What follows belongs to an exercise in optimizing a design on an open flow for small area and a short achievable clock period; a production flow would make more cautious choices.
Only simulation tests tie the RTL to the original design; equivalence was not proved.
No activity file was given, so power comes from the tool's default toggle rates.

$ cat design/flow/config.mk
export PLATFORM = sky130hd
export DESIGN_NAME = pcie_axi_m
export DESIGN_NICKNAME = pcie_axi_m
export VERILOG_FILES = /design/flow/design.v
export SDC_FILE = /design/flow/constraint.sdc
export NUM_CORES = 4
export LEC_CHECK = 0
export CAP_MARGIN = 20
export CORE_MARGIN = 2
export CORE_UTILIZATION = 62
export CTS_CLUSTER_DIAMETER = 80
export CTS_CLUSTER_SIZE = 22
export PLACE_DENSITY = 0.72
export SETUP_SLACK_MARGIN = 3.5
export SLEW_MARGIN = 20
export SYNTH_MEMORY_MAX_BITS = 8192
$ cat design/flow/constraint.sdc
create_clock -name core_clock -period 7.0 [get_ports {clk}]
set_input_delay 1.4000 -clock core_clock [delete_from_list [all_inputs] [get_ports {clk}]]
set_output_delay 1.4000 -clock core_clock [all_outputs]
set_load 0.01 [all_outputs]
$ cat design/flow/flow/run.sh
#!/bin/bash
# Standard layout (the standard.sh, unchanged synthesis and steps), with a smaller buffer
# cell on the input and output ports instead of the default delay buffer.
set -euo pipefail
cd "$(dirname "$0")/.."
export BUFFER_PORTS_ARGS="-buffer_cell sky130_fd_sc_hd__buf_2"
bash standard.sh finish > make_finish.log 2>&1
$ cat design/flow/design.v
module fifo_ram #(
    DATA_WIDTH              =        8,
    RAM_DEPTH               =        16
)(
    input                                                   clk,
    input                                                   r_en,
    input                   [RAM_DEPTH-1:0]                 r_sel,
    output      reg         [DATA_WIDTH - 1 : 0]            r_data,
    input                   [RAM_DEPTH-1:0]                 w_sel,
    input                   [DATA_WIDTH - 1 : 0]            w_data
);
    wire                    [DATA_WIDTH*RAM_DEPTH-1:0]      mem_flat;
    genvar g;
    generate
        for (g = 0; g < RAM_DEPTH; g = g + 1) begin : row
            reg [DATA_WIDTH-1:0] word;
            always @(posedge clk) begin
                if (w_sel[g])
                    word <= w_data;
            end
            assign mem_flat[g*DATA_WIDTH +: DATA_WIDTH] = word;
        end
    endgenerate
    reg                     [DATA_WIDTH - 1 : 0]            rd;
    integer i;
    always @* begin
        rd = {DATA_WIDTH{1'b0}};
        for (i = 0; i < RAM_DEPTH; i = i + 1)
            rd = rd | (mem_flat[i*DATA_WIDTH +: DATA_WIDTH] & {DATA_WIDTH{r_sel[i]}});
    end
    always @(posedge clk) begin
        if (r_en)
            r_data <= rd;
    end
endmodule
module syn_fifo #(
    DATA_WIDTH              =        8,
    FIFO_DEPTH              =        16,
    ADDR_WIDTH              =        4
) (
    input                                                   clk,
    input                                                   rst_n,
    input                                                   w_en,
    input                                                   we_nxt,       
    output                                                  is_full_nxt,
    input                   [DATA_WIDTH - 1 : 0]            w_data,
    input                                                   r_en,
    output                  [DATA_WIDTH - 1 : 0]            r_data,
    output      reg                                         is_empty,
    output      reg                                         is_full
);
    reg                     [ADDR_WIDTH : 0]                w_ptr;
    reg                     [ADDR_WIDTH : 0]                r_ptr;
    wire                    [ADDR_WIDTH : 0]                w_ptr_nxt = w_ptr + w_en;
    wire                    [ADDR_WIDTH : 0]                r_ptr_nxt = r_ptr + r_en;
    reg                     [FIFO_DEPTH-1:0]                w_oh;
    reg                     [FIFO_DEPTH-1:0]                r_oh;
    wire                    [FIFO_DEPTH-1:0]                w_oh_nxt = w_en ? {w_oh[FIFO_DEPTH-2:0], w_oh[FIFO_DEPTH-1]} : w_oh;
    reg                     [FIFO_DEPTH-1:0]                row_we;
    assign is_full_nxt = (w_ptr_nxt[ADDR_WIDTH-1:0] == r_ptr_nxt[ADDR_WIDTH-1:0]) & (w_ptr_nxt[ADDR_WIDTH] ^ r_ptr_nxt[ADDR_WIDTH]);
    always @(posedge clk) begin
        if (!rst_n) begin
            w_ptr    <= 0;
            r_ptr    <= 0;
            w_oh     <= 1;
            row_we   <= 0;
            r_oh     <= 1;
            is_full  <= 1'b0;
            is_empty <= 1'b1;
        end
        else begin
            w_ptr    <= w_ptr_nxt;
            r_ptr    <= r_ptr_nxt;
            w_oh     <= w_oh_nxt;
            row_we   <= w_oh_nxt & {FIFO_DEPTH{we_nxt}};
            if (r_en) r_oh <= {r_oh[FIFO_DEPTH-2:0], r_oh[FIFO_DEPTH-1]};
            is_full  <= is_full_nxt;
            is_empty <= (w_ptr_nxt[ADDR_WIDTH-1:0] == r_ptr_nxt[ADDR_WIDTH-1:0]) & ~(w_ptr_nxt[ADDR_WIDTH] ^ r_ptr_nxt[ADDR_WIDTH]);
        end
    end
    fifo_ram #(
        .DATA_WIDTH(DATA_WIDTH),
        .RAM_DEPTH(FIFO_DEPTH)
    ) fifo_ram_ins (
        .clk(clk),
        .r_en(r_en),
        .r_sel(r_oh),
        .r_data(r_data),
        .w_sel(row_we),
        .w_data(w_data)
    );
endmodule
module tlp_demux #(
    DOUBLE_WORD             =        32,
    HEADER_SIZE             =        4*DOUBLE_WORD,
    TLP_DATA_WIDTH          =        8*DOUBLE_WORD
) (
    input       wire                                        clk,
    input       wire                                        rst_n,
    input       wire        [TLP_DATA_WIDTH-1:0]            in_data,
    input       wire        [HEADER_SIZE-1:0]               in_hdr,
    input       wire                                        in_sop,
    input       wire                                        in_eop,
    input       wire                                        in_valid,
    output      reg                                         in_ready,
    output      reg         [HEADER_SIZE-1:0]               r_out_hdr,
    output      reg                                         r_out_sop,
    output      reg                                         r_out_valid,
    output      reg         [TLP_DATA_WIDTH-1:0]            w_out_data,
    output      wire                                        w_take,       
    output      wire        [HEADER_SIZE-1:0]               w_out_hdr,
    output      reg                                         w_out_sop,
    output      reg                                         w_out_eop,
    output      reg                                         w_out_valid
);
    localparam RD_FMT_TYPE = 8'b001_00000;
    localparam WR_FMT_TYPE = 8'b011_00000;
    wire islegal = (in_hdr[HEADER_SIZE-1-:8] == RD_FMT_TYPE) || (in_hdr[HEADER_SIZE-1-:8] == WR_FMT_TYPE);
    wire wr_rd   = in_hdr[HEADER_SIZE-2];
    wire in_acc  = in_ready & in_valid & islegal;
    wire in_to_w = in_acc & wr_rd & ~w_out_valid;
    wire in_to_r = in_acc & ~wr_rd & ~r_out_valid;
    reg                                                     w_ep;
    reg                     [2:0]                           w_off;
    reg                     [HEADER_SIZE-1:0]               w_hdr_q;
    always @(posedge clk) begin
        if (!rst_n) begin
            in_ready    <= 1'b0;
            r_out_valid <= 1'b0;
            w_out_valid <= 1'b0;
            w_ep        <= 1'b0;
            w_off       <= 3'b0;
        end
        else begin
            in_ready    <= ~in_acc;
            r_out_valid <= in_to_r;
            w_out_valid <= in_to_w;
            if (in_to_w) begin
                w_ep  <= in_hdr[110];
                w_off <= in_hdr[4:2];
            end
        end
    end
    always @(posedge clk) begin
        w_out_data <= in_data;
        w_hdr_q    <= in_hdr;
        w_out_sop  <= in_sop;
        w_out_eop  <= in_eop;
        r_out_hdr  <= in_hdr;
        r_out_sop  <= in_sop;
    end
    assign w_take = in_to_w & ~in_hdr[110];
    assign w_out_hdr = {w_hdr_q[127:111], w_ep, w_hdr_q[109:5], w_off, w_hdr_q[1:0]};
endmodule
module wr_tlp_axi #(
    DOUBLE_WORD             =        32,
    HEADER_SIZE             =        4*DOUBLE_WORD,
    TLP_DATA_WIDTH          =        8*DOUBLE_WORD,
    AXI_DATA_WIDTH          =        TLP_DATA_WIDTH,
    AXI_ADDR_WIDTH          =        64,
    AXI_STRB_WIDTH          =        AXI_DATA_WIDTH/8,
    AXI_ID_WIDTH            =        8
) (
    input                                                   clk,
    input                                                   rst_n,
    input       wire        [HEADER_SIZE-1:0]               tlp_hdr,
    input       wire        [TLP_DATA_WIDTH-1:0]            tlp_data,
    input       wire        [2:0]                           in_off,       
    input       wire                                        w_take,       
    input       wire                                        tlp_sop,
    input       wire                                        tlp_eop,
    input       wire                                        tlp_valid,
    output      reg                                         tlp_ready,
    output      wire        [AXI_ID_WIDTH-1:0]              axi_awid,
    output      reg         [AXI_ADDR_WIDTH-1:0]            axi_awaddr,
    output      reg         [7:0]                           axi_awlen,
    output      wire        [2:0]                           axi_awsize,
    output      wire        [1:0]                           axi_awburst,
    output      wire                                        axi_awlock,
    output      wire        [3:0]                           axi_awcache,
    output      wire        [2:0]                           axi_awprot,
    output      reg                                         axi_awvalid,
    input       wire                                        axi_awready,
    output      wire        [AXI_DATA_WIDTH-1:0]            axi_wdata,
    output      reg                                         axi_wvalid,
    output      reg         [AXI_STRB_WIDTH-1:0]            axi_wstrb,
    output      reg                                         axi_wlast,
    input       wire                                        axi_wready,
    output      reg                                         axi_bready,
    output                                                  tlp_error
);
    assign axi_awid    = {AXI_ID_WIDTH{1'b0}};
    assign axi_awsize  = 3'd5;
    assign axi_awburst = 2'b01;
    assign axi_awlock  = 1'b0;
    assign axi_awcache = 4'b0011;
    assign axi_awprot  = 3'b010;
    wire                                                    hdr_ep = tlp_hdr[110];
    wire                                                    effc_tlp_valid = tlp_valid & ~hdr_ep;
    assign tlp_error = hdr_ep;
    wire                                                    is_full;
    wire                                                    is_empty;
    wire                                                    w_en;
    reg                                                     r_en;
    wire                    [AXI_DATA_WIDTH-1:0]            data_to_fifo;
    reg                                                     rx_b, rx_w, rx_l;
    reg                                                     rx_nl;        
    reg                     [2:0]                           addr_offset;
    reg                     [TLP_DATA_WIDTH-1:0]            tlp_data_in;
    reg                     [HEADER_SIZE-1:0]               tlp_hdr_in;
    reg                                                     start_tx_tmp, start_tx;
    reg                                                     clr_tx;
    wire acc       = rx_b & tlp_ready & effc_tlp_valid;
    wire acc_eop   = acc & tlp_eop;
    wire last_we   = rx_l & ~is_full;
    assign w_en    = acc | last_we;
    wire rx_b_nxt  = (rx_b & ~acc_eop) | (rx_w & ~start_tx);
    wire rx_l_nxt  = (rx_b & acc_eop & (addr_offset != 3'b0)) | (rx_l & is_full);
    wire rx_w_nxt  = (rx_b & acc_eop & (addr_offset == 3'b0)) | last_we | (rx_w & start_tx);
    wire ready_nxt = (rx_b & ~acc & (tlp_ready | ~is_full)) | (rx_l & tlp_ready);
    wire [2:0] addr_offset_nxt = rx_b ? tlp_hdr[4:2] : addr_offset;
    wire                                                    is_full_nxt;
    wire we_nxt    = (rx_b_nxt & ready_nxt & w_take) | (rx_l_nxt & ~is_full_nxt);
    reg                     [2:0]                           sh_n;
    reg                     [2:0]                           sh_p;         
    wire                    [2:0]                           sh_o_nxt = rx_l_nxt ? addr_offset_nxt : in_off;
    always @(posedge clk) begin
        if (!rst_n) begin
            rx_b         <= 1'b0;
            rx_w         <= 1'b1;
            rx_l         <= 1'b0;
            rx_nl        <= 1'b1;
            start_tx_tmp <= 1'b0;
            start_tx     <= 1'b0;
            tlp_ready    <= 1'b0;
            tlp_data_in  <= {TLP_DATA_WIDTH{1'b0}};
            addr_offset  <= 3'b0;
        end
        else begin
            rx_b         <= rx_b_nxt;
            rx_w         <= rx_w_nxt;
            rx_l         <= rx_l_nxt;
            rx_nl        <= rx_b_nxt | rx_w_nxt;
            tlp_ready    <= ready_nxt;
            addr_offset  <= addr_offset_nxt;
            if (acc)
                tlp_data_in <= tlp_data;
            start_tx_tmp <= ~clr_tx & (start_tx_tmp | (acc & tlp_sop));
            start_tx     <= start_tx_tmp;
        end
    end
    always @(posedge clk) begin
        if (acc & tlp_sop)
            tlp_hdr_in <= tlp_hdr;
        sh_n   <= ~sh_o_nxt;
        sh_p   <= sh_o_nxt;
    end
    wire [TLP_DATA_WIDTH-1:0]   sh_a = rx_l ? tlp_data_in : tlp_data;
    wire [TLP_DATA_WIDTH-1:0]   sh_b = tlp_data_in & {TLP_DATA_WIDTH{rx_nl}};
    wire [15*DOUBLE_WORD-1:0]   sh_d  = {sh_a, sh_b[TLP_DATA_WIDTH-1:DOUBLE_WORD]};
    wire [11*DOUBLE_WORD-1:0]   sh_s1 = {sh_p[2] ? sh_d[11*DOUBLE_WORD-1:6*DOUBLE_WORD] : sh_d[15*DOUBLE_WORD-1:10*DOUBLE_WORD],
                                         sh_n[2] ? sh_d[10*DOUBLE_WORD-1:4*DOUBLE_WORD] : sh_d[6*DOUBLE_WORD-1:0]};
    wire [9*DOUBLE_WORD-1:0]    sh_s2 = {sh_p[1] ? sh_s1[9*DOUBLE_WORD-1:5*DOUBLE_WORD] : sh_s1[11*DOUBLE_WORD-1:7*DOUBLE_WORD],
                                         sh_n[1] ? sh_s1[7*DOUBLE_WORD-1:2*DOUBLE_WORD] : sh_s1[5*DOUBLE_WORD-1:0]};
    assign data_to_fifo               = {sh_p[0] ? sh_s2[4*DOUBLE_WORD-1+4*DOUBLE_WORD:4*DOUBLE_WORD] : sh_s2[9*DOUBLE_WORD-1:5*DOUBLE_WORD],
                                         sh_n[0] ? sh_s2[5*DOUBLE_WORD-1:DOUBLE_WORD] : sh_s2[4*DOUBLE_WORD-1:0]};
    localparam IDLE_IDX      = 0;
    localparam TRANSFER_IDX  = 1;
    localparam WAITE_END_IDX = 2;
    localparam IDLE          = 3'b001;
    localparam TRANSFER      = 3'b010;
    localparam WAITE_END     = 3'b100;
    localparam START_TR      = 1'b0;
    localparam CONTINUE_TR   = 1'b1;
    reg                     [2:0]                           status;
    reg                                                     tr_status;
    reg                     [7:0]                           burst_cnt;
    reg                     [2:0]                           offset_lock;
    wire                    [9:0]                           hdr_lock_length = tlp_hdr_in[105:96] - 1'b1;
    wire                    [3:0]                           hdr_lock_last_be  = tlp_hdr_in[71:68];
    wire                    [3:0]                           hdr_lock_first_be = tlp_hdr_in[67:64];
    reg                     [1:0]                           first_be_offset;
    always @* begin
        casez (hdr_lock_first_be)
            4'b0000: first_be_offset = 2'b00;
            4'bzzz1: first_be_offset = 2'b00;
            4'bzz10: first_be_offset = 2'b01;
            4'bz100: first_be_offset = 2'b10;
            4'b1000: first_be_offset = 2'b11;
            default: first_be_offset = 2'b00;
        endcase
    end
    wire w_hs   = axi_wvalid & axi_wready;
    wire b_one  = (burst_cnt == 8'd1);
    wire b_zero = (burst_cnt == 8'd0);
    wire in_tr  = status[TRANSFER_IDX] & ~status[IDLE_IDX];
    wire in_idle = status[IDLE_IDX];
    wire w_act  = in_tr & ((tr_status == START_TR) | ~b_zero);
    always @* begin
        clr_tx = 1'b0;
        if (in_tr) begin
            if (tr_status == START_TR)
                clr_tx = b_one & w_hs;
            else
                clr_tx = b_zero;
        end
    end
    always @(posedge clk) begin
        if (!rst_n) begin
            status      <= WAITE_END;
            tr_status   <= START_TR;
            burst_cnt   <= 8'd0;
            offset_lock <= 3'd0;
            r_en        <= 1'b0;
            axi_awaddr  <= 64'd0;
            axi_awlen   <= 8'd0;
            axi_awvalid <= 1'b0;
            axi_wlast   <= 1'b0;
            axi_wvalid  <= 1'b0;
            axi_bready  <= 1'b0;
        end
        else begin
            axi_bready <= 1'b1;
            if (in_idle) begin
                axi_awaddr  <= {tlp_hdr_in[63:2], first_be_offset};
                offset_lock <= tlp_hdr_in[4:2];
                axi_awlen   <= {1'b0, hdr_lock_length[9:3]};
                burst_cnt   <= {1'b0, hdr_lock_length[9:3]} + 1'b1;
                if (start_tx) begin
                    axi_awvalid <= 1'b1;
                    status      <= TRANSFER;
                    tr_status   <= START_TR;
                end
            end
            else if (in_tr) begin
                if (axi_awready & axi_awvalid)
                    axi_awvalid <= 1'b0;
                if (w_act) begin
                    if (r_en)
                        r_en <= 1'b0;
                    else if (is_empty)
                        r_en <= 1'b0;
                    else if (!w_hs)
                        r_en <= 1'b1;
                end
                if (tr_status == START_TR) begin
                    if (b_one) begin
                        if (w_hs) begin
                            status     <= WAITE_END;
                            axi_wvalid <= 1'b0;
                            axi_wlast  <= 1'b0;
                        end
                        else begin
                            axi_wlast  <= 1'b1;
                            if (r_en) axi_wvalid <= 1'b1;
                        end
                    end
                    else begin
                        if (w_hs) begin
                            tr_status  <= CONTINUE_TR;
                            axi_wvalid <= 1'b0;
                            burst_cnt  <= burst_cnt - 1'b1;
                        end
                        else if (r_en)
                            axi_wvalid <= 1'b1;
                    end
                end
                else begin
                    if (b_zero)
                        status <= WAITE_END;
                    else begin
                        if (w_hs) begin
                            axi_wvalid <= 1'b0;
                            axi_wlast  <= (burst_cnt == 8'd2);
                            burst_cnt  <= burst_cnt - 1'b1;
                        end
                        else if (r_en)
                            axi_wvalid <= 1'b1;
                    end
                end
            end
            else if (status[WAITE_END_IDX]) begin
                status <= IDLE;
            end
        end
    end
    always @(posedge clk) begin
        if (w_act & r_en) begin
            if (tr_status == START_TR)
                axi_wstrb <= {{(AXI_STRB_WIDTH-4){1'b1}}, hdr_lock_first_be} << {offset_lock[0], 2'b00};  
            else
                axi_wstrb <= b_one ? ({hdr_lock_last_be, {(AXI_STRB_WIDTH-4){1'b1}}} >> {offset_lock[0], 2'b00})
                                   : {AXI_STRB_WIDTH{1'b1}};
        end
    end
    syn_fifo #(
        .DATA_WIDTH(TLP_DATA_WIDTH),
        .FIFO_DEPTH(16),
        .ADDR_WIDTH(4)
    ) data_fifo (
        .clk(clk),
        .rst_n(rst_n),
        .w_en(w_en),
        .we_nxt(we_nxt),
        .is_full_nxt(is_full_nxt),
        .w_data(data_to_fifo),
        .r_en(r_en),
        .r_data(axi_wdata),
        .is_empty(is_empty),
        .is_full(is_full)
    );
endmodule
module rd_tlp_axi #(
    DOUBLE_WORD             =        32,
    HEADER_SIZE             =        4*DOUBLE_WORD,
    TLP_DATA_WIDTH          =        8*DOUBLE_WORD,
    AXI_ID_WIDTH            =        8,
    AXI_DATA_WIDTH          =        TLP_DATA_WIDTH,
    AXI_ADDR_WIDTH          =        64,
    AXI_STRB_WIDTH          =        AXI_DATA_WIDTH/8,
    TLP_STRB_WIDTH          =        TLP_DATA_WIDTH/8
) (
    input       wire                                        clk,
    input       wire                                        rst_n,
    input       wire        [HEADER_SIZE-1:0]               req_tlp_hdr,
    input       wire                                        req_tlp_sop,
    input       wire                                        req_tlp_eop,
    input       wire                                        req_tlp_valid,
    output      reg                                         req_tlp_ready,
    output      wire        [HEADER_SIZE-1:0]               cpl_tlp_hdr,
    output      reg         [TLP_STRB_WIDTH-1:0]            cpl_tlp_strb,
    output      reg         [TLP_DATA_WIDTH-1:0]            cpl_tlp_data,
    output      reg                                         cpl_tlp_sop,
    output      reg                                         cpl_tlp_eop,
    output      reg                                         cpl_tlp_valid,
    input       wire                                        cpl_tlp_ready,
    output      wire        [AXI_ID_WIDTH-1:0]              axi_arid,
    output      reg         [AXI_ADDR_WIDTH-1:0]            axi_araddr,
    output      wire        [2:0]                           axi_arsize,
    output      reg         [7:0]                           axi_arlen,
    output      wire        [1:0]                           axi_arburst,
    output      wire        [2:0]                           axi_arprot,
    output      wire                                        axi_arlock,
    output      wire        [3:0]                           axi_arcache,
    output      reg                                         axi_arvalid,
    input       wire                                        axi_arready,
    input       wire        [AXI_DATA_WIDTH-1:0]            axi_rdata,
    input       wire        [AXI_STRB_WIDTH-1:0]            axi_rstrb,
    input       wire                                        axi_rlast,
    input       wire                                        axi_rvalid,
    output      reg                                         axi_rready,
    input       wire        [15:0]                          completer_id,
    output                                                  tlp_error
);
    reg                                                     req_tlp_ready_nxt;
    reg                     [HEADER_SIZE-1:0]               req_tlp_hdr_in,req_tlp_hdr_in_nxt;
    reg                     [HEADER_SIZE-1:0]               cpl_tlp_hdr_nxt;
    reg                     [TLP_DATA_WIDTH-1:0]            cpl_tlp_data_nxt;
    reg                     [TLP_STRB_WIDTH-1:0]            cpl_tlp_strb_nxt;
    reg                                                     cpl_tlp_sop_nxt;
    reg                                                     cpl_tlp_eop_nxt;
    reg                                                     cpl_tlp_valid_nxt;
    reg                     [AXI_ID_WIDTH-1:0]              axi_arid_nxt;
    reg                     [AXI_ADDR_WIDTH-1:0]            axi_araddr_nxt;
    reg                     [2:0]                           axi_arsize_nxt;
    reg                     [7:0]                           axi_arlen_nxt;
    reg                     [1:0]                           axi_arburst_nxt;
    reg                     [2:0]                           axi_arprot_nxt;
    reg                     [3:0]                           axi_arcache_nxt;
    reg                                                     axi_arlock_nxt;
    reg                                                     axi_arvalid_nxt;
    reg                                                     axi_rready_nxt;
    assign tlp_error = 1'b0;
    reg                                                     req_busy,req_busy_nxt;
    reg                                                     start_ar,start_ar_nxt;     
    reg                                                     busy_r,busy_r_nxt;     
    reg                                                     cpl_first,cpl_first_nxt;
    localparam RCB              = 128;  
    localparam AXI_DW_WIDTH     = AXI_DATA_WIDTH/DOUBLE_WORD;  
    localparam AXI_DW_WIDTH_LOG = $clog2(AXI_DW_WIDTH);
    wire                    [2:0]                           req_fmt;
    wire                    [4:0]                           req_type;
    wire                    [2:0]                           req_tc;
    wire                    [2:0]                           req_attr;
    wire                                                    req_ln;
    wire                                                    req_th;
    wire                                                    req_td;
    wire                                                    req_ep;
    wire                    [1:0]                           req_at;
    wire                    [10:0]                          req_length;
    wire                    [15:0]                          req_req_id;
    wire                    [9:0]                           req_tag;
    wire                    [3:0]                           req_first_be;
    wire                    [3:0]                           req_last_be;
    wire                    [63:0]                          req_addr;
    wire                    [1:0]                           req_ph;
    assign req_fmt      = req_tlp_hdr_in[127:125];
    assign req_type     = req_tlp_hdr_in[124:120];
    assign req_tc       = req_tlp_hdr_in[118:116];
    assign req_attr     = {req_tlp_hdr_in[114],req_tlp_hdr_in[109:108]};
    assign req_ln       = req_tlp_hdr_in[113];
    assign req_th       = req_tlp_hdr_in[112];
    assign req_td       = req_tlp_hdr_in[111];
    assign req_ep       = req_tlp_hdr_in[110];
    assign req_at       = req_tlp_hdr_in[107:106];
    assign req_length   = {req_tlp_hdr_in[105:96] == 10'b0, req_tlp_hdr_in[105:96]} - 1'b1;  
    assign req_req_id   = req_tlp_hdr_in[95:80];
    assign req_tag      = {req_tlp_hdr_in[119], req_tlp_hdr_in[115], req_tlp_hdr_in[79:72]};
    assign req_last_be  = req_tlp_hdr_in[71:68];
    assign req_first_be = req_tlp_hdr_in[67:64];
    assign req_addr     = {req_tlp_hdr_in[63:2], 2'b0};
    assign req_ph       = req_fmt[0] ? req_tlp_hdr_in[1:0] : req_tlp_hdr_in[33:32];
    reg                     [2:0]                           single_dword_len;
    reg                     [1:0]                           last_be_offset;
    reg                     [1:0]                           first_be_offset;
    localparam AXI_REQ_BURST_LEN = 1024*DOUBLE_WORD/AXI_DATA_WIDTH;
    localparam BURST_CNT_LOG     = $clog2(AXI_REQ_BURST_LEN)+1;
    localparam AXI_SIZE          = $clog2(AXI_DATA_WIDTH/8);
    localparam RCB_CNT_DEFAULT   = RCB/(AXI_DATA_WIDTH>>3);
    localparam CPL_CNT_LOG       = $clog2(RCB_CNT_DEFAULT);
    reg                     [BURST_CNT_LOG-1:0]             globle_tr_cnt,globle_tr_cnt_nxt;     
    reg                     [8:0]                           burst_cnt,burst_cnt_nxt;     
    reg                                                     axi_first,axi_first_nxt;
    reg                     [CPL_CNT_LOG:0]                 rcb_cnt,rcb_cnt_nxt;
    reg                     [AXI_DATA_WIDTH-1:0]            axi_rdata_in,axi_rdata_in_nxt;
    reg                     [AXI_STRB_WIDTH-1:0]            axi_rstrb_in,axi_rstrb_in_nxt;
    reg                                                     axi_rvalid_in,axi_rvalid_in_nxt;
    reg                     [2:0]                           cpl_fmt;
    reg                     [4:0]                           cpl_type;
    reg                     [2:0]                           cpl_tc;
    reg                     [9:0]                           cpl_tag;
    reg                     [2:0]                           cpl_attr;
    reg                                                     cpl_ln;
    reg                                                     cpl_th;
    reg                                                     cpl_ep;
    reg                                                     cpl_td;
    reg                     [1:0]                           cpl_at;
    reg                     [9:0]                           cpl_length;
    reg                     [15:0]                          cpl_com_id;
    reg                     [2:0]                           cpl_com_status;
    reg                                                     cpl_bcm;
    reg                     [11:0]                          cpl_byte_cnt,cpl_byte_cnt_nxt;
    reg                     [15:0]                          cpl_req_id;
    reg                     [6:0]                           cpl_lower_addr,cpl_lower_addr_q;
    reg                     [9:0]                           cpl_length_q;
    reg                     [6:0]                           ara_n;
    reg                                                     rready_n;
    wire                    [6:0]                           ara_lo   = ~ara_n;
    wire                                                    rready_i = ~rready_n;
    reg                                                     valid_n, sop_n, eop_n, arvalid_n;
    wire                                                    valid_i   = ~valid_n;
    wire                                                    sop_i     = ~sop_n;
    wire                                                    eop_i     = ~eop_n;
    wire                                                    arvalid_i = ~arvalid_n;
    wire                    [AXI_DATA_WIDTH+30:0]           sh_e  = {axi_rdata, axi_rdata_in[AXI_DATA_WIDTH-1:AXI_DATA_WIDTH-31]};
    wire                    [AXI_DATA_WIDTH+14:0]           sh_s1 = ara_n[4] ? sh_e[AXI_DATA_WIDTH+14:0] : sh_e[AXI_DATA_WIDTH+30:16];
    wire                    [AXI_DATA_WIDTH+6:0]            sh_s2 = ara_n[3] ? sh_s1[AXI_DATA_WIDTH+6:0] : sh_s1[AXI_DATA_WIDTH+14:8];
    wire                    [AXI_DATA_WIDTH+2:0]            sh_s3 = ara_n[2] ? sh_s2[AXI_DATA_WIDTH+2:0] : sh_s2[AXI_DATA_WIDTH+6:4];
    wire                    [AXI_DATA_WIDTH:0]              sh_s4 = ara_n[1] ? sh_s3[AXI_DATA_WIDTH:0] : sh_s3[AXI_DATA_WIDTH+2:2];
    wire                    [AXI_DATA_WIDTH-1:0]            axi_shift_hi = ara_n[0] ? sh_s4[AXI_DATA_WIDTH-1:0] : sh_s4[AXI_DATA_WIDTH:1];
    always @* begin
        cpl_first_nxt      = cpl_first;
        req_tlp_ready_nxt  = req_tlp_ready;
        req_busy_nxt       = req_busy;
        start_ar_nxt       = start_ar;
        req_tlp_hdr_in_nxt = req_tlp_hdr_in;
        if (!req_busy) begin
            req_tlp_ready_nxt = 1'b1;
        end
        if (req_tlp_valid & req_tlp_ready & req_tlp_sop) begin
            req_tlp_ready_nxt  = 1'b0;
            req_busy_nxt       = 1'b1;
            start_ar_nxt       = 1'b1;
            req_tlp_hdr_in_nxt = req_tlp_hdr;
        end
        casez (req_first_be)
            4'b1zz1: single_dword_len = 3'h4;
            4'b01z1: single_dword_len = 3'h3;
            4'b1z10: single_dword_len = 3'h3;
            4'b0011: single_dword_len = 3'h2;
            4'b0110: single_dword_len = 3'h2;
            4'b1100: single_dword_len = 3'h2;
            4'b0001: single_dword_len = 3'h1;
            4'b0010: single_dword_len = 3'h1;
            4'b0100: single_dword_len = 3'h1;
            4'b1000: single_dword_len = 3'h1;
            4'b0000: single_dword_len = 3'h1;
            default: single_dword_len = 3'h1;
        endcase
        casez (req_last_be)
            4'b0000: last_be_offset = 2'b00;
            4'b0001: last_be_offset = 2'b11;
            4'b001z: last_be_offset = 2'b10;
            4'b01zz: last_be_offset = 2'b01;
            4'b1zzz: last_be_offset = 2'b00;
            default: last_be_offset = 2'b00;
        endcase
        casez (req_first_be)
            4'b0000: first_be_offset = 2'b00;
            4'bzzz1: first_be_offset = 2'b00;
            4'bzz10: first_be_offset = 2'b01;
            4'bz100: first_be_offset = 2'b10;
            4'b1000: first_be_offset = 2'b11;
            default: first_be_offset = 2'b00;
        endcase
        axi_araddr_nxt  = axi_araddr;
        axi_arlen_nxt   = axi_arlen;
        axi_arvalid_nxt = arvalid_i;
        globle_tr_cnt_nxt = globle_tr_cnt;
        busy_r_nxt        = busy_r;
        axi_first_nxt     = axi_first;
        rcb_cnt_nxt       = rcb_cnt;
        if (req_busy & start_ar) begin
            start_ar_nxt = 1'b0;
            globle_tr_cnt_nxt = (req_length >> AXI_DW_WIDTH_LOG) + 1'b1;
            axi_arvalid_nxt = 1'b1;
            axi_araddr_nxt  = {req_addr[63:2], first_be_offset};  
            axi_arlen_nxt   = (req_length >> AXI_DW_WIDTH_LOG);
            axi_first_nxt = 1'b1;
            cpl_first_nxt = 1'b1;
            rcb_cnt_nxt   = ~(req_addr[7:AXI_SIZE+1])+1'b1;  
        end
        if (busy_r & axi_rlast) begin
            if ((req_busy & start_ar) | (|globle_tr_cnt)) begin
                axi_arlen_nxt = globle_tr_cnt - 1'b1;
                axi_araddr_nxt  = axi_araddr[63:AXI_SIZE] + 256*AXI_DATA_WIDTH/8;
                axi_arvalid_nxt = 1'b1;
            end
            else begin  
                busy_r_nxt = 1'b0;
            end
        end
        if (arvalid_i & axi_arready) begin
            axi_arvalid_nxt = 1'b0;
            busy_r_nxt      = 1'b1;
        end
        axi_rdata_in_nxt  = axi_rdata_in;
        axi_rstrb_in_nxt  = axi_rstrb_in;
        axi_rready_nxt    = busy_r_nxt & ((cpl_tlp_ready & valid_i) | ~valid_i);
        if (axi_rvalid & rready_i) begin
            axi_first_nxt     = 1'b0;
            axi_rready_nxt    = 1'b0;
            axi_rdata_in_nxt  = axi_rdata;
            axi_rstrb_in_nxt  = axi_rstrb;
            globle_tr_cnt_nxt = globle_tr_cnt - 1'b1;
        end
        cpl_fmt          = (|req_length) ? 3'b010 : 3'b000;  
        cpl_type         = 5'b01010;
        cpl_tc           = 3'b0;
        cpl_ln           = 1'b0;
        cpl_th           = 1'b0;
        cpl_ep           = 1'b0;
        cpl_td           = 1'b0;
        cpl_at           = 2'b0;
        cpl_tag          = req_tag;
        cpl_req_id       = req_req_id;
        cpl_com_id       = completer_id;
        cpl_com_status   = 3'b0;
        cpl_attr         = req_attr;
        cpl_byte_cnt_nxt = cpl_byte_cnt;
        cpl_bcm          = 1'b0;
        cpl_lower_addr   = cpl_lower_addr_q;
        cpl_length       = cpl_length_q;
        cpl_tlp_hdr_nxt[127:125] = cpl_fmt;
        cpl_tlp_hdr_nxt[124:120] = cpl_type;
        cpl_tlp_hdr_nxt[119]     = cpl_tag[9];
        cpl_tlp_hdr_nxt[118:116] = cpl_tc;
        cpl_tlp_hdr_nxt[115]     = cpl_tag[8];
        cpl_tlp_hdr_nxt[114]     = cpl_attr[2];
        cpl_tlp_hdr_nxt[113]     = cpl_ln;
        cpl_tlp_hdr_nxt[112]     = cpl_th;
        cpl_tlp_hdr_nxt[111]     = cpl_td;
        cpl_tlp_hdr_nxt[110]     = cpl_ep;
        cpl_tlp_hdr_nxt[109:108] = cpl_attr[1:0];
        cpl_tlp_hdr_nxt[107:106] = cpl_at;
        cpl_tlp_hdr_nxt[105:96]  = cpl_length;  
        cpl_tlp_hdr_nxt[95:80]   = cpl_com_id;
        cpl_tlp_hdr_nxt[79:77]   = cpl_com_status;
        cpl_tlp_hdr_nxt[76]      = cpl_bcm;
        cpl_tlp_hdr_nxt[75:64]   = cpl_byte_cnt_nxt;  
        cpl_tlp_hdr_nxt[63:48]   = cpl_req_id;
        cpl_tlp_hdr_nxt[47:40]   = cpl_tag;
        cpl_tlp_hdr_nxt[39]      = 1'b0;
        cpl_tlp_hdr_nxt[38:32]   = cpl_lower_addr;  
        cpl_tlp_hdr_nxt[31:0]    = 32'b0;
        cpl_tlp_data_nxt  = cpl_tlp_data;
        cpl_tlp_strb_nxt  = cpl_tlp_strb;
        cpl_tlp_valid_nxt = valid_i;
        cpl_tlp_sop_nxt   = sop_i;
        cpl_tlp_eop_nxt   = eop_i;
        if (req_busy) begin
            if (eop_i) begin
                cpl_first_nxt = 1'b0;
                rcb_cnt_nxt   = RCB_CNT_DEFAULT;
            end
            if (valid_i & cpl_tlp_ready) begin
                cpl_tlp_valid_nxt = 1'b0;
                cpl_tlp_sop_nxt   = 1'b0;
                cpl_tlp_eop_nxt   = 1'b0;
                rcb_cnt_nxt       = cpl_first ? (rcb_cnt - 1'b1) : rcb_cnt;
            end
            if (rready_i & axi_rvalid) begin
                if (axi_first) begin
                    cpl_byte_cnt_nxt = ((req_length-1'b1)<<4)+single_dword_len;  
                end
                else begin
                    cpl_tlp_valid_nxt = 1'b1;
                    if (cpl_first) begin
                        cpl_tlp_data_nxt = axi_shift_hi;
                        if (rcb_cnt == (~(req_addr[6:AXI_SIZE])+1'b1)) begin
                            cpl_tlp_sop_nxt = 1'b1;
                        end
                    end
                    else begin
                        cpl_tlp_data_nxt = axi_rdata_in;
                        if (rcb_cnt == RCB_CNT_DEFAULT) begin
                            cpl_tlp_sop_nxt = 1'b1;
                        end
                    end
                end
            end
            if (cpl_tlp_sop_nxt) begin
                if (cpl_first) begin
                    cpl_lower_addr   = ara_lo;
                    cpl_length       = ~req_addr[6:2]+1'b1;
                    cpl_byte_cnt_nxt = cpl_byte_cnt - (~ara_lo+1'b1);
                end
                else begin
                    cpl_lower_addr   = 0;
                    cpl_length       = (cpl_byte_cnt > RCB) ? (RCB>>2) : (cpl_byte_cnt>>2);
                    cpl_byte_cnt_nxt = cpl_byte_cnt - RCB;
                end
            end
            if (rcb_cnt == 1'b1) begin
                if (axi_rvalid & rready_i & ~axi_first) begin
                    cpl_tlp_eop_nxt = 1'b1;
                end
            end
            if (globle_tr_cnt == 0) begin
                if (~valid_i & ~cpl_tlp_ready) begin
                    cpl_tlp_eop_nxt   = 1'b1;
                    cpl_tlp_strb_nxt  = axi_rstrb_in;
                    cpl_tlp_data_nxt  = axi_rdata_in;
                    cpl_tlp_valid_nxt = 1'b1;
                end
            end
            if (cpl_first & cpl_tlp_eop_nxt) begin  
                cpl_tlp_strb_nxt = {TLP_STRB_WIDTH{1'b1}}>>(~ara_lo[AXI_SIZE-1:0]+1'b1);
            end
            else begin
                cpl_tlp_strb_nxt = cpl_tlp_valid_nxt ? axi_rstrb_in : cpl_tlp_strb;
            end
            req_busy_nxt = ~(~(|globle_tr_cnt)&valid_i&cpl_tlp_ready&eop_i);
        end
    end
    always @(posedge clk) begin
        if (!rst_n) begin
            req_tlp_ready  <= 0;
            req_busy       <= 0;
            start_ar       <= 1'b0;
        end
        else begin
            req_tlp_ready  <= req_tlp_ready_nxt;
            req_busy       <= req_busy_nxt;
            start_ar       <= start_ar_nxt;
        end
    end
    always @(posedge clk) begin
        req_tlp_hdr_in <= req_tlp_hdr_in_nxt;
    end
    assign axi_arid    = {AXI_ID_WIDTH{1'b0}};
    assign axi_arsize  = 3'h5;
    assign axi_arburst = 2'b1;
    assign axi_arprot  = 3'b010;
    assign axi_arlock  = 1'b0;
    assign axi_arcache = 4'b0011;
    always @(posedge clk) begin
        if (!rst_n) begin
            axi_araddr    <= 0;
            ara_n         <= 7'h7f;
            axi_arlen     <= 0;
            axi_arvalid   <= 0;
            arvalid_n     <= 1'b1;
            globle_tr_cnt <= 0;
            busy_r        <= 0;
            axi_first     <= 0;
            rcb_cnt       <= 0;
        end
        else begin
            axi_araddr    <= axi_araddr_nxt;
            ara_n         <= ~axi_araddr_nxt[6:0];
            axi_arlen     <= axi_arlen_nxt;
            axi_arvalid   <= axi_arvalid_nxt;
            arvalid_n     <= ~axi_arvalid_nxt;
            globle_tr_cnt <= globle_tr_cnt_nxt;
            busy_r        <= busy_r_nxt;
            axi_first     <= axi_first_nxt;
            rcb_cnt       <= rcb_cnt_nxt;
        end
    end
    always @(posedge clk) begin
        if (!rst_n) begin
            axi_rdata_in  <= 0;
            axi_rstrb_in  <= 0;
            axi_rready    <= 0;
            rready_n      <= 1'b1;
        end
        else begin
            axi_rdata_in  <= axi_rdata_in_nxt;
            axi_rstrb_in  <= axi_rstrb_in_nxt;
            axi_rready    <= axi_rready_nxt;
            rready_n      <= ~axi_rready_nxt;
        end
    end
    reg                     [HEADER_SIZE-1:0]               cpl_hdr_q;
    always @(posedge clk) begin
        cpl_hdr_q    <= cpl_tlp_hdr_nxt;
        cpl_tlp_data <= cpl_tlp_data_nxt;
        cpl_tlp_strb <= cpl_tlp_strb_nxt;
    end
    assign cpl_tlp_hdr = {1'b0, cpl_hdr_q[126], 1'b0, 5'b01010, cpl_hdr_q[119], 3'b0, cpl_hdr_q[115:114], 4'b0,
                          cpl_hdr_q[109:108], 2'b0, cpl_hdr_q[105:96], cpl_hdr_q[95:80], 4'b0, cpl_hdr_q[75:64],
                          cpl_hdr_q[63:40], 1'b0, cpl_hdr_q[38:32], 32'b0};
    always @(posedge clk) begin
        if (!rst_n) begin
            cpl_tlp_sop   <= 0;
            cpl_tlp_eop   <= 0;
            cpl_tlp_valid <= 0;
            valid_n       <= 1'b1;
            sop_n         <= 1'b1;
            eop_n         <= 1'b1;
            cpl_first     <= 0;
            cpl_byte_cnt  <= 0;
            cpl_lower_addr_q <= 0;
            cpl_length_q  <= 0;
        end
        else begin
            cpl_tlp_valid <= cpl_tlp_valid_nxt;
            cpl_tlp_sop   <= cpl_tlp_sop_nxt;
            cpl_tlp_eop   <= cpl_tlp_eop_nxt;
            valid_n       <= ~cpl_tlp_valid_nxt;
            sop_n         <= ~cpl_tlp_sop_nxt;
            eop_n         <= ~cpl_tlp_eop_nxt;
            cpl_first     <= cpl_first_nxt;
            cpl_byte_cnt  <= cpl_byte_cnt_nxt;
            cpl_lower_addr_q <= cpl_lower_addr;
            cpl_length_q  <= cpl_length;
        end
    end
endmodule
module pcie_axi_m #(
    PORTS                   =        2,
    DOUBLE_WORD             =        32,
    HEADER_SIZE             =        4*DOUBLE_WORD,
    TLP_DATA_WIDTH          =        8*DOUBLE_WORD,
    TLP_STRB_WIDTH          =        TLP_DATA_WIDTH/8,
    AXI_DATA_WIDTH          =        TLP_DATA_WIDTH,
    AXI_ADDR_WIDTH          =        64,
    AXI_STRB_WIDTH          =        AXI_DATA_WIDTH/8,
    AXI_ID_WIDTH            =        8,
    AXI_MAX_BURST_LEN       =        256
) (
    input                                                   clk,
    input                                                   rst_n,
    input                   [TLP_DATA_WIDTH-1:0]            req_tlp_data,
    input                   [HEADER_SIZE-1:0]               req_tlp_hdr,
    input                   [TLP_STRB_WIDTH-1:0]            req_tlp_strb,
    input                                                   req_tlp_sop,
    input                                                   req_tlp_eop,
    input                                                   req_tlp_valid,
    output                                                  req_tlp_ready,
    output                  [TLP_DATA_WIDTH-1:0]            cpl_tlp_data,
    output                  [HEADER_SIZE-1:0]               cpl_tlp_hdr,
    output                  [TLP_STRB_WIDTH-1:0]            cpl_tlp_strb,
    output                                                  cpl_tlp_sop,
    output                                                  cpl_tlp_eop,
    output                                                  cpl_tlp_valid,
    input                                                   cpl_tlp_ready,
    output                  [AXI_ID_WIDTH-1:0]              axi_awid,
    output                  [AXI_ADDR_WIDTH-1:0]            axi_awaddr,
    output                  [7:0]                           axi_awlen,
    output                  [2:0]                           axi_awsize,
    output                  [1:0]                           axi_awburst,
    output                  [2:0]                           axi_awprot,
    output                  [3:0]                           axi_awcache,
    output                                                  axi_awlock,
    output                                                  axi_awvalid,
    input                                                   axi_awready,
    output                  [AXI_DATA_WIDTH-1:0]            axi_wdata,
    output                  [AXI_STRB_WIDTH-1:0]            axi_wstrb,
    output                                                  axi_wlast,
    output                                                  axi_wvalid,
    input                                                   axi_wready,
    input                   [AXI_ID_WIDTH-1:0]              axi_bid,
    input                   [1:0]                           axi_bresp,
    input                                                   axi_bvalid,
    output                                                  axi_bready,
    output                  [AXI_ID_WIDTH-1:0]              axi_arid,
    output                  [AXI_ADDR_WIDTH-1:0]            axi_araddr,
    output                  [7:0]                           axi_arlen,
    output                  [2:0]                           axi_arsize,
    output                  [1:0]                           axi_arburst,
    output                  [3:0]                           axi_arcache,
    output                                                  axi_arlock,
    output                  [2:0]                           axi_arprot,
    output                                                  axi_arvalid,
    input                                                   axi_arready,
    input                   [AXI_DATA_WIDTH-1:0]            axi_rdata,
    input                   [AXI_STRB_WIDTH-1:0]            axi_rstrb,
    input                                                   axi_rlast,
    input                                                   axi_rvalid,
    output                                                  axi_rready,
    input                                                   demux_en,
    input                 [15:0]                            completer_id,
    output                                                  tlp_error
);
    wire                    [HEADER_SIZE-1:0]               w_out_hdr;
    wire                    [TLP_DATA_WIDTH-1:0]            w_out_data;
    wire                                                    w_take;
    wire                                                    w_out_sop;
    wire                                                    w_out_eop;
    wire                                                    w_out_valid;
    wire                                                    w_out_ready;
    wire                    [HEADER_SIZE-1:0]               r_out_hdr;
    wire                                                    r_out_sop;
    wire                                                    r_out_valid;
    wire                                                    r_out_ready;
    wire                                                    w_tlp_error;
    wire                                                    r_tlp_error;
    assign tlp_error = w_tlp_error | r_tlp_error;
    tlp_demux #(
        .DOUBLE_WORD(DOUBLE_WORD),
        .HEADER_SIZE(HEADER_SIZE),
        .TLP_DATA_WIDTH(TLP_DATA_WIDTH)
    ) tlp_demux_ins (
        .clk(clk),
        .rst_n(rst_n),
        .in_data(req_tlp_data),
        .in_hdr(req_tlp_hdr),
        .in_sop(req_tlp_sop),
        .in_eop(req_tlp_eop),
        .in_valid(req_tlp_valid),
        .in_ready(req_tlp_ready),
        .r_out_hdr(r_out_hdr),
        .r_out_sop(r_out_sop),
        .r_out_valid(r_out_valid),
        .w_out_data(w_out_data),
        .w_take(w_take),
        .w_out_hdr(w_out_hdr),
        .w_out_sop(w_out_sop),
        .w_out_eop(w_out_eop),
        .w_out_valid(w_out_valid)
    );
    wr_tlp_axi #(
        .DOUBLE_WORD(DOUBLE_WORD),
        .HEADER_SIZE(HEADER_SIZE),
        .TLP_DATA_WIDTH(TLP_DATA_WIDTH),
        .AXI_DATA_WIDTH(AXI_DATA_WIDTH),
        .AXI_ADDR_WIDTH(AXI_ADDR_WIDTH),
        .AXI_STRB_WIDTH(AXI_STRB_WIDTH),
        .AXI_ID_WIDTH(AXI_ID_WIDTH)
    ) wr_tlp_axi_ins (
        .clk(clk),
        .rst_n(rst_n),
        .tlp_hdr(w_out_hdr),
        .tlp_data(w_out_data),
        .in_off(req_tlp_hdr[4:2]),
        .w_take(w_take),
        .tlp_sop(w_out_sop),
        .tlp_eop(w_out_eop),
        .tlp_valid(w_out_valid),
        .tlp_ready(w_out_ready),
        .axi_awid(axi_awid),
        .axi_awaddr(axi_awaddr),
        .axi_awlen(axi_awlen),
        .axi_awsize(axi_awsize),
        .axi_awburst(axi_awburst),
        .axi_awlock(axi_awlock),
        .axi_awcache(axi_awcache),
        .axi_awprot(axi_awprot),
        .axi_awvalid(axi_awvalid),
        .axi_awready(axi_awready),
        .axi_wdata(axi_wdata),
        .axi_wvalid(axi_wvalid),
        .axi_wstrb(axi_wstrb),
        .axi_wlast(axi_wlast),
        .axi_wready(axi_wready),
        .axi_bready(axi_bready),
        .tlp_error(w_tlp_error)
    );
    rd_tlp_axi #(
        .DOUBLE_WORD(DOUBLE_WORD),
        .HEADER_SIZE(HEADER_SIZE),
        .TLP_DATA_WIDTH(TLP_DATA_WIDTH),
        .AXI_ID_WIDTH(AXI_ID_WIDTH),
        .AXI_DATA_WIDTH(AXI_DATA_WIDTH),
        .AXI_ADDR_WIDTH(AXI_ADDR_WIDTH),
        .AXI_STRB_WIDTH(AXI_STRB_WIDTH),
        .TLP_STRB_WIDTH(TLP_STRB_WIDTH)
    ) rd_tlp_axi_ins (
        .clk(clk),
        .rst_n(rst_n),
        .req_tlp_hdr(r_out_hdr),
        .req_tlp_sop(r_out_sop),
        .req_tlp_eop(1'b0),
        .req_tlp_valid(r_out_valid),
        .req_tlp_ready(r_out_ready),
        .cpl_tlp_hdr(cpl_tlp_hdr),
        .cpl_tlp_strb(cpl_tlp_strb),
        .cpl_tlp_data(cpl_tlp_data),
        .cpl_tlp_sop(cpl_tlp_sop),
        .cpl_tlp_eop(cpl_tlp_eop),
        .cpl_tlp_valid(cpl_tlp_valid),
        .cpl_tlp_ready(cpl_tlp_ready),
        .axi_arid(axi_arid),
        .axi_araddr(axi_araddr),
        .axi_arsize(axi_arsize),
        .axi_arlen(axi_arlen),
        .axi_arburst(axi_arburst),
        .axi_arprot(axi_arprot),
        .axi_arlock(axi_arlock),
        .axi_arcache(axi_arcache),
        .axi_arvalid(axi_arvalid),
        .axi_arready(axi_arready),
        .axi_rdata(axi_rdata),
        .axi_rstrb(axi_rstrb),
        .axi_rlast(axi_rlast),
        .axi_rvalid(axi_rvalid),
        .axi_rready(axi_rready),
        .completer_id(completer_id),
        .tlp_error(r_tlp_error)
    );
endmodule
$ cat design/flow/standard.sh
#!/bin/bash
# synth_recipe.tcl (not shown) runs the flow's synth.tcl, then flattens the netlist and writes it again
# the make line also repeats each setting of config.mk as NAME=value (left out here)
make -C /OpenROAD-flow-scripts/flow DESIGN_CONFIG=/design/flow/config.mk WORK_HOME=/design/flow/orfs CLKGATE_MAP_FILE= SYNTH_SCRIPT=/design/flow/synth_recipe.tcl "${@:-finish}"
==> out/summary.md <==
Remaining antenna violation count: 3. Proportion of synthesized area in mux cells: 0.0882. The run gives 26558 as the fill cell instance count of the final layout. Synthesis handed over a netlist of 16240 instances. For the worst voltage drop across the vdd grid, the log shows 234 uV.

The synthesized design spends more area on one cell type than any other, namely sky130_fd_sc_hd__edfxtp_1. Among cell families on the critical path, the largest total delay comes from buffers and inverters. The kind of end point of the critical path was a register. The final setup violation count is 0.

The share of flip-flops with an asynchronous set or reset after synthesis works out to 0. Between clock sinks in the finished design, the worst skew comes to 51.2 ps. Data on the critical path arrives at its endpoint at 4240 ps.

The final-report hold violation count is 0. The horizontal die dimension works out to 628 um. The dominant register cell in the synthesized netlist is sky130_fd_sc_hd__edfxtp_1.

The pre-CTS setup slack was 2580 ps; the overall via count from detail_route was 163849. The number of clock buffers added by TritonCTS is 331. Pin count of the biggest net entering global routing: 183.

Along the worst path, the maximum fanout reaches 74. The simple-gate share of the synthesized area was 0.0560. After detailed routing, the average wire length per cell comes to 39.2 um. The maximum clock frequency was 279 MHz; the wire length of the first global-routing pass was 1210 mm. Measured along the y axis, the die boundary spans 628 um. By area the synthesized netlist is led by sky130_fd_sc_hd__edfxtp_1 (60%), sky130_fd_sc_hd__dfxtp_1 (11%), sky130_fd_sc_hd__mux4_2 (3.9%), sky130_fd_sc_hd__a22o_1 (3.9%), sky130_fd_sc_hd__a221oi_1 (3.8%).

The number of max-capacitance violations reported is 1. The net total in the final layout was 17984. Data on the critical path is required at its endpoint by 7650 ps.

By count the netlist is led by sky130_fd_sc_hd__edfxtp_1 (4841), sky130_fd_sc_hd__nand2_1 (2291), sky130_fd_sc_hd__dfxtp_1 (1292), sky130_fd_sc_hd__a22o_1 (1067), sky130_fd_sc_hd__a221oi_1 (1039). The xor/xnor cell area share of the yosys netlist works out to 0.00359. Path type of the worst setup path: reg -> reg. The number of antenna violations at the first check in global routing is 330, and the slew at the pin closest to its max-slew limit is 1480 ps. The flow ran to the end, but the layout failed its checks. The tools report the starting density of the core as 0.621. The clock latency reported for the late side of the worst-skew pair was 1000 ps. The share of the synthesized area in the top cell type came out at 0.602. The reported leakage power is 90.2 nW, and the clock transition at the registers of the reported paths is 90 ps. The root buffer cell chosen for the clock tree is sky130_fd_sc_hd__clkbuf_16. The post-route core utilization came out at 0.686.

The count of pins over their slew limit was 0; the combined area of all synthesized cells was 241000 um2. The count of input and output buffers came out at 1477. Setup total negative slack on the finished layout was measured at 0 ps. The tools report the unique cell type count in the Yosys netlist as 83. The signal on the critical path passes through buf_12 -> nor2b_4 -> buf_4 -> a22o_1. The reasons given for failing layout checks are antenna rules. The biggest cell delay along the critical path is 860 ps. Sequential element share of the synthesized area: 0.710. The floorplan step defined a core boundary enclosing 388000 um2.

Setup repair after global routing could not meet its margin everywhere. Post-synthesis compound-gate area fraction: 0.117. Kind of start point of the critical path: a register.

The critical path contains buffers and inverters numbering 2 combined. The final critical path time including I/O delays and setup was 3580 ps. After global routing the overflow that remains totals 0. The total global routing track utilization is 0.448, and the power density normalized to cell area is 241 nW/um2. The classification of the worst-slack hold path is reg -> reg.

The logs give 146792 for the via count of the first global-routing pass and 4 for the number of buffers on the longest clock path. For this design, the slowest cell found on the critical path is sky130_fd_sc_hd__a22o_1. The power after layout is 0.0642 W. Wires add up to 908 mm. In the routed layout, each cell is associated on average with a via count of 7.08.

Yosys mapped a number of flops with a built-in enable equal to 4841. The H-tree was split into 5 levels. TritonCTS built the clock tree. The post-synthesis average cell area works out to 14.9 um2. The placed wire-length estimate was 587 mm. The summed area of non-filler cells in the final layout was 266000 um2. In this run the cell area measured after placement is 255000 um2.

After the first detailed-routing iteration, the DRC count stood at 27661. In the routed design, unresolved DRC markers number 0. After layout, the worst setup slack is 3420 ps. After synthesis the netlist holds a flip-flop and latch count of 6133. The final clock period utilization by the worst path is 0.512, and the routability congestion estimate is 1.07. The number of iterations in the first detailed-routing pass came out at 8.

For the number of synthesis warnings, the log shows 5. The adder-cell share of the synthesized area is 0.00179, and the area overhead of the layout relative to synthesis is 10.4%. Share of layout cells above drive strength 1: 0.188. CTS saw 6133 sinks. Most frequent cell after synthesis: sky130_fd_sc_hd__edfxtp_1. The count of pins on the block boundary came out at 1644. After synthesis, the largest family of logic cells by area is compound AO/OA/AOI/OAI gates. The worst relative slew slack is 0.00672. The die covers 394000 um2. In this run the core area contains 229 standard-cell rows.
==> cells in the final DEF, fill, tap and decap left out, drive strengths merged, types with 274 or more instances in the layout <==
cell type,instances
a21oi,977
dfxtp,1292
mux4,419
nand4,285
nand2,2291
diode,507
a22o,1067
buf,1852
a221oi,1039
o21ai,274
nor2,368
clkbuf,508
edfxtp,4841
mux2i,804
mux2,337
==> repair_timing <==
action | CTS | global route
hold buffers | 0 | 0
endpoints found under the setup margin | 1444 | 842
resized for setup | 36 | 41
hold endpoints to repair | 0 | 0
setup buffers | 1 | 1
gates cloned | 0 | 3
pin swaps | 0 | 3
==> final timing paths <==
kind         slack, ps                           end                              start  cells past startpoint
min reg2reg        350  rd_tlp_axi_ins.cpl_hdr_q[51]  rd_tlp_axi_ins.req_tlp_hdr_in[83]                      0
min                350  rd_tlp_axi_ins.cpl_hdr_q[51]  rd_tlp_axi_ins.req_tlp_hdr_in[83]                      0
max               3420                      register               wr_tlp_axi_ins.rx_nl                      4
max reg2reg       3420                      register               wr_tlp_axi_ins.rx_nl                      4
==> cell type report <==
class / instances / area [um2] / share of cell area
Antenna cell: 507 / 1270 / 0.00476
Multi-Input combinational cell: 8828 / 65800 / 0.247
Inverter: 61 / 244 / 0.000916
Timing Repair Buffer: 1852 / 11200 / 0.0421
Sequential cell: 6133 / 171000 / 0.644
Clock buffer: 508 / 9060 / 0.0340
Tap cell: 5197 / 6500 / 0.0244
Clock inverter: 55 / 773 / 0.00290
==> sequential cells by signal, indices dropped and copies added (netlist names), 10 cells and up <==
signal,flops
rd_tlp_axi_ins.axi_rdata_in,256
tlp_demux_ins.r_out_hdr,109
rd_tlp_axi_ins.cpl_byte_cnt,12
wr_tlp_axi_ins.data_fifo.w_oh,16
rd_tlp_axi_ins.cpl_tlp_data,256
rd_tlp_axi_ins.cpl_hdr_q,75
wr_tlp_axi_ins.tlp_hdr_in,80
wr_tlp_axi_ins.data_fifo.row_we,16
rd_tlp_axi_ins.cpl_tlp_strb,32
wr_tlp_axi_ins.axi_awaddr,64
wr_tlp_axi_ins.data_fifo.fifo_ram_ins.r_data,256
rd_tlp_axi_ins.cpl_length_q,10
rd_tlp_axi_ins.axi_rstrb_in,32
wr_tlp_axi_ins.data_fifo.r_oh,16
wr_tlp_axi_ins.axi_wstrb,16
wr_tlp_axi_ins.tlp_data_in,256
rd_tlp_axi_ins.req_tlp_hdr_in,105
tlp_demux_ins.w_out_data,256
wr_tlp_axi_ins.data_fifo.fifo_ram_ins.row.word,4096
rd_tlp_axi_ins.axi_araddr,64
==> cell families after synthesis <==
group           after synthesis
simple gates               3242
xor+xnor                     99
compound gates             3778
buf+inv                    1392
fa+ha+maj                    34
flops                      6133
other cells                   2
mux                        1560
==> metal layers <==
layer,part of all wire,vias to the layer above,global-route usage
li1,-,66123,-
met1,0.34,81977,0.589
met2,0.43,13297,0.644
met3,0.14,2394,0.117
met4,0.095,58,0.339
met5,0.0014,-,0.000864
==> worst register-to-register path, stage by stage (launching register included) <==
cell and delay [ps]:
sky130_fd_sc_hd__dfxtp_4 590, sky130_fd_sc_hd__buf_12 420, sky130_fd_sc_hd__nor2b_4 800, sky130_fd_sc_hd__buf_4 560
sky130_fd_sc_hd__a22o_1 870
==> power breakdown <==
part	switching [W]	internal, W	total [W]
clock	0.0119	0.00923	0.0211
combinational	0.00240	0.000899	0.00330
sequential	0.000231	0.0396	0.0398
total	0.0145	0.0497	0.0642
==> metrics by stage <==
step           std cells  hold WS, ps
2_1_floorplan      16350          323
3_3_place_gp       22064          327
3_5_place_dp       22065          327
4_1_cts            22629          350
5_1_grt            22921          354
6_report           23141          348

[port drivers added, routing unchanged]
No port has a modelled driver above. Below, the same layout with a new extraction and two added sets of constraints. Step 1 sets driving cells, clkbuf_16 on the clock port and buf_2 on the other inputs (assumed; they add their load-dependent delay and slew). Step 2, shift: input delay + t, output delay - t, t = (earliest + latest rising clock arrival at the registers) / 2. This alone moves slack from input paths to output paths. Three values: ideal ports, drivers, drivers and shift; two values: the first two.
t, ns: 1.119
slack for setup (ns): 3.416 / 3.416 / 2.582
worst setup path at the end: input to register
worst register clock-pin slew, ns: 0.10 / 0.10
For this run, drivers alone change the setup slack by 0.000 ns; drivers and shift together by -0.834 ns.
